Context: an optimization exercise on an open-source flow, tuned for small area, a short achievable clock period and few clock cycles per item. The choices shown serve that exercise and are no tape-out recipe. RTL that was checked went through simulation tests only; none was proved equivalent to the original.

==> inputs of run a <==
## modulo_sec
module modulo_sec#(
  parameter SIZE = 16,
  parameter CALCULATION_OUT = 1'b0 )(
  input clk,
  input rst,
  input [(SIZE-1):0] divident,
  input [(SIZE-1):0] divisor,
  input start,
  output done,
  output [(SIZE-1):0] remainder);
==> module modulo_sec, before the edit <==
module modulo_sec#(
  parameter SIZE = 16,
  parameter CALCULATION_OUT = 1'b0 )(
  input clk,
  input rst,
  input [(SIZE-1):0] divident,
  input [(SIZE-1):0] divisor,
  input start,
  output done,
  output [(SIZE-1):0] remainder);
  localparam CW = $clog2(SIZE);
  localparam STEPS = 2;
  function [CW-1:0] lzc;
    input [SIZE-1:0] v;
    integer i;
    begin
      lzc = SIZE-1;
      for (i = 0; i < SIZE; i = i + 1)
        if (v[i]) lzc = SIZE-1-i;
    end
  endfunction
  reg busy;
  reg [SIZE-1:0] rem_reg, div_reg;
  reg [CW-1:0] cnt;   
  assign done = ~busy;
  assign remainder = rem_reg;
  wire [CW-1:0] lz_a = lzc(divident);
  wire [CW-1:0] lz_b = lzc(divisor);
  wire [CW:0] shift = {1'b0, lz_b} - {1'b0, lz_a};
  reg [SIZE-1:0] r [0:STEPS];
  reg [SIZE:0] diff;
  integer j;
  always @(*) begin
    r[0] = rem_reg;
    for (j = 0; j < STEPS; j = j + 1) begin
      diff = {1'b0, r[j]} - {1'b0, div_reg >> j};
      r[j+1] = (~diff[SIZE] && cnt >= j) ? diff[SIZE-1:0] : r[j];
    end
  end
  always @(posedge clk) begin
    if (busy) begin
      rem_reg <= r[STEPS];
      div_reg <= div_reg >> STEPS;
      cnt <= cnt - STEPS;
    end else begin
      if (start)
        rem_reg <= divident;
      div_reg <= divisor << shift[CW-1:0];
      cnt <= shift[CW-1:0];
    end
  end
  always @(posedge clk or posedge rst) begin
    if (rst)
      busy <= 1'b0;
    else if (busy)
      busy <= (cnt >= STEPS);
    else
      busy <= start & ~shift[CW];
  end
endmodule
clock: 4.0 ns
lec_check: 0
cap_margin: 20
core_margin: 2
core_utilization: 40
slew_margin: 20
run.sh (not shown) runs the stock make flow with config.mk's settings and CLKGATE_MAP_FILE= SYNTH_SCRIPT=/design/flow/synth_recipe.tcl, a recipe that flattens the netlist after the stock synthesis.
==> run b (differences from run a) <==
==> flow/design.v (replaced) <==
module modulo_sec#(
  parameter SIZE = 16,
  parameter CALCULATION_OUT = 1'b0 )(
  input clk,
  input rst,
  input [(SIZE-1):0] divident,
  input [(SIZE-1):0] divisor,
  input start,
  output done,
  output [(SIZE-1):0] remainder);
  localparam CW = $clog2(SIZE);
  function [CW-1:0] lzc;
    input [SIZE-1:0] v;
    integer i;
    begin
      lzc = SIZE-1;
      for (i = 0; i < SIZE; i = i + 1)
        if (v[i]) lzc = SIZE-1-i;
    end
  endfunction
  reg busy;
  reg [SIZE-1:0] rem_reg, div_reg;
  reg [CW-1:0] cnt;
  assign done = ~busy;
  assign remainder = rem_reg;
  wire [CW-1:0] lz_a = lzc(divident);
  wire [CW-1:0] lz_b = lzc(divisor);
  wire [CW:0] shift = {1'b0, lz_b} - {1'b0, lz_a};
  wire [SIZE:0] diff = {1'b0, rem_reg} - {1'b0, div_reg};
  always @(posedge clk) begin
    if (busy) begin
      if (~diff[SIZE])
        rem_reg <= diff[SIZE-1:0];
      div_reg <= div_reg >> 1;
      cnt <= cnt - 1'b1;
    end else begin
      if (start)
        rem_reg <= divident;
      div_reg <= divisor << shift[CW-1:0];
      cnt <= shift[CW-1:0];
    end
  end
  always @(posedge clk or posedge rst) begin
    if (rst)
      busy <= 1'b0;
    else if (busy)
      busy <= |cnt;
    else
      busy <= start & ~shift[CW];
  end
endmodule
==> run c (differences from run a) <==
==> flow/design.v (replaced) <==
module modulo_sec#(
  parameter SIZE = 16,
  parameter CALCULATION_OUT = 1'b0 )(
  input clk,
  input rst,
  input [(SIZE-1):0] divident,
  input [(SIZE-1):0] divisor,
  input start,
  output done,
  output [(SIZE-1):0] remainder);
  localparam CW = 4;   
  function [3:0] lzc;
    input [15:0] v;
    reg [3:0] z;
    reg [1:0] lz0, lz1, lz2, lz3, hi;
    begin
      z[3] = ~|v[15:12]; z[2] = ~|v[11:8]; z[1] = ~|v[7:4]; z[0] = ~|v[3:0];
      lz3 = {~v[15] & ~v[14], ~v[15] & (v[14] | ~v[13])};
      lz2 = {~v[11] & ~v[10], ~v[11] & (v[10] | ~v[9])};
      lz1 = {~v[7] & ~v[6], ~v[7] & (v[6] | ~v[5])};
      lz0 = {~v[3] & ~v[2], ~v[3] & (v[2] | ~v[1])};
      hi = {z[3] & z[2], z[3] & (~z[2] | z[1])};
      case (hi)
        2'd0: lzc = {hi, lz3};
        2'd1: lzc = {hi, lz2};
        2'd2: lzc = {hi, lz1};
        default: lzc = {hi, lz0};
      endcase
    end
  endfunction
  function [SIZE:0] sub_bk;
    input [SIZE-1:0] x, y;
    reg [SIZE-1:0] g, p, gn, pn;
    integer i, j, l;
    begin
      for (i = 0; i < SIZE; i = i + 1) begin
        g[i] = ~x[i] & y[i];
        p[i] = ~(x[i] ^ y[i]);
      end
      for (l = 0; (1 << l) < SIZE; l = l + 1) begin
        gn = g; pn = p;
        for (i = 0; i < SIZE; i = i + 1)
          if (((i + 1) % (2 << l)) == 0) begin
            j = i - (1 << l);
            gn[i] = g[i] | (p[i] & g[j]);
            pn[i] = p[i] & p[j];
          end
        g = gn; p = pn;
      end
      for (l = CW - 2; l >= 0; l = l - 1) begin
        gn = g; pn = p;
        for (i = 0; i < SIZE; i = i + 1)
          if (((i + 1) % (2 << l)) == (1 << l) && i > (1 << l)) begin
            j = i - (1 << l);
            gn[i] = g[i] | (p[i] & g[j]);
            pn[i] = p[i] & p[j];
          end
        g = gn; p = pn;
      end
      sub_bk[SIZE] = g[SIZE-1];
      sub_bk[0] = x[0] ^ y[0];
      for (i = 1; i < SIZE; i = i + 1)
        sub_bk[i] = g[i-1] ? (x[i] ~^ y[i]) : (x[i] ^ y[i]);
    end
  endfunction
  function [CW:0] sub_sel;
    input [CW-1:0] x, y;
    reg [CW:0] bw;
    integer k;
    begin
      bw[0] = 1'b0;
      for (k = 0; k < CW; k = k + 1) begin
        sub_sel[k] = bw[k] ? (x[k] ~^ y[k]) : (x[k] ^ y[k]);
        bw[k+1] = (~x[k] & y[k]) | (~(x[k] ^ y[k]) & bw[k]);
      end
      sub_sel[CW] = bw[CW];
    end
  endfunction
  reg idle, align;
  reg [SIZE-1:0] rem_reg, div_reg;
  reg [CW-1:0] cnt;
  assign done = idle;
  assign remainder = rem_reg;
  wire [CW-1:0] lz_a = lzc(divident);
  wire [CW-1:0] lz_b = lzc(divisor);
  wire [CW:0] shift = sub_sel(lz_b, lz_a);
  wire [SIZE:0] diff = sub_bk(rem_reg, div_reg);
  always @(posedge clk) begin
    if (idle) begin
      if (start)
        rem_reg <= divident;
      div_reg <= divisor;
      cnt <= shift[CW-1:0];
      align <= |shift[CW-1:0];
    end else if (align) begin
      div_reg <= div_reg << cnt;
      align <= 1'b0;
    end else begin
      if (~diff[SIZE])
        rem_reg <= diff[SIZE-1:0];
      div_reg <= div_reg >> 1;
      cnt <= cnt - 1'b1;
    end
  end
  always @(posedge clk or posedge rst) begin
    if (rst)
      idle <= 1'b1;
    else if (idle)
      idle <= ~start | shift[CW];
    else if (~align)
      idle <= ~|cnt;
  end
endmodule
==> flow/flow/run.sh (new file) <==
#!/bin/bash
# The standard layout, with plain buf_1 cells (not delay cells) as the port
# buffers, and a clock tree of large buffers without dummy loads.
set -euo pipefail
bash standard.sh BUFFER_PORTS_ARGS="-buffer_cell sky130_fd_sc_hd__buf_1" \
  CTS_ARGS="-sink_clustering_enable -repair_clock_nets -dont_use_dummy_load -buf_list sky130_fd_sc_hd__clkbuf_16 -root_buf sky130_fd_sc_hd__clkbuf_16" \
  finish > standard.log 2>&1
==> flow/standard.sh (new file) <==
#!/bin/bash
# synth_recipe.tcl (not shown) runs the flow's synth.tcl, then flattens the netlist and writes it again
# the make line also repeats each setting of config.mk as NAME=value (left out here)
make -C /OpenROAD-flow-scripts/flow DESIGN_CONFIG=/design/flow/config.mk WORK_HOME=/design/flow/orfs CLKGATE_MAP_FILE= SYNTH_SCRIPT=/design/flow/synth_recipe.tcl "${@:-finish}"
--- a/flow/config.mk
+++ b/flow/config.mk
@@ -6,6 +6,8 @@
 export NUM_CORES = 4
 export LEC_CHECK = 0
+export ABC_AREA = 1
 export CAP_MARGIN = 20
 export CORE_MARGIN = 2
 export CORE_UTILIZATION = 40
+export SETUP_SLACK_MARGIN = 1.5
 export SLEW_MARGIN = 20
removed: flow/run.sh
==> summary of the runs <==
Run c completed with no timing, DRC or antenna violations. Run a finished with setup timing left. Run b ran to the end with no violations. The lowest via count belongs to run b, the highest to run a. Sequential share of layout area: run a < run b < run c. Of run b and run c, run c has the higher maximum frequency (gap about 34%, measured against run c). The lowest clock skew belongs to run a, the highest to run b. Against run c, the area after synthesis of run b is higher by 1.9%.
==> figures <==
metric	run a	run b	run c
Area share of buffers outside the clock network	30.6%	16.5%	9.61%
Result of the run	failed layout checks	finished clean	finished clean
Reasons for failing layout checks	setup timing	-	-
Share of layout cells above drive strength 1	34.7%	12.5%	16.4%
Sequential share of the synthesized area	22.5%	27.9%	31.0%
Share of the synthesized area in the top cell type	12.5%	14.8%	20.7%
Critical path destination	rem_reg[3]	div_reg[15]	align
Met1 demand-to-capacity share in global routing	27.9%	25.8%	31.6%
R2R Path End	rem_reg[3]	rem_reg[8]	rem_reg[0]
Mapped Avg Cell Area	8.06 um2	8.66 um2	6.91 um2
Core area	0.00982 mm2	0.00781 mm2	0.00773 mm2
Share of the synthesized netlist area taken by xor and xnor gates	5.37%	4.43%	0.825%
Dpl cells	826	533	601
Testbench counts of run c, summed over its fixed seeds: cycles 6,344, items 1,280.
No functional check of the RTL was part of run a and run b.

-- port drivers added, routing unchanged --
The results above use ideal ports. As a check the final layouts listed here were re-extracted and re-timed, cells and wires unchanged.
Step 1: set_driving_cell puts a clkbuf_16 on clk and a buf_2 on each other input, an assumption about the parent block.
Step 2 adds t to the input delays and takes it off the output delays; t is the mean of the earliest and latest rising clock arrival at the registers after step 1. Input paths then give back, and output paths get back, about the clock's delay inside the block.
Three values: no drivers, after step 1, after step 2; two values: the first two.
run	t, ns	slack for setup (ns)	worst hold slack (ns)	worst register clock-pin slew, ns
run a	0.340	-0.751 / -0.751 / -0.751	0.493 / 0.493 / 0.493	0.08 / 0.08
run b	0.319	0.272 / 0.274 / -0.045	0.476 / 0.476 / 0.476	0.08 / 0.08
run c	0.314	1.526 / 1.529 / 1.215	0.502 / 0.488 / 0.566	0.06 / 0.06
With both steps, setup timing fails in run b, where it was met with ideal ports. The setup slack of run b, which loses most, moves by +0.002 ns with the drivers and by -0.317 ns with both steps.
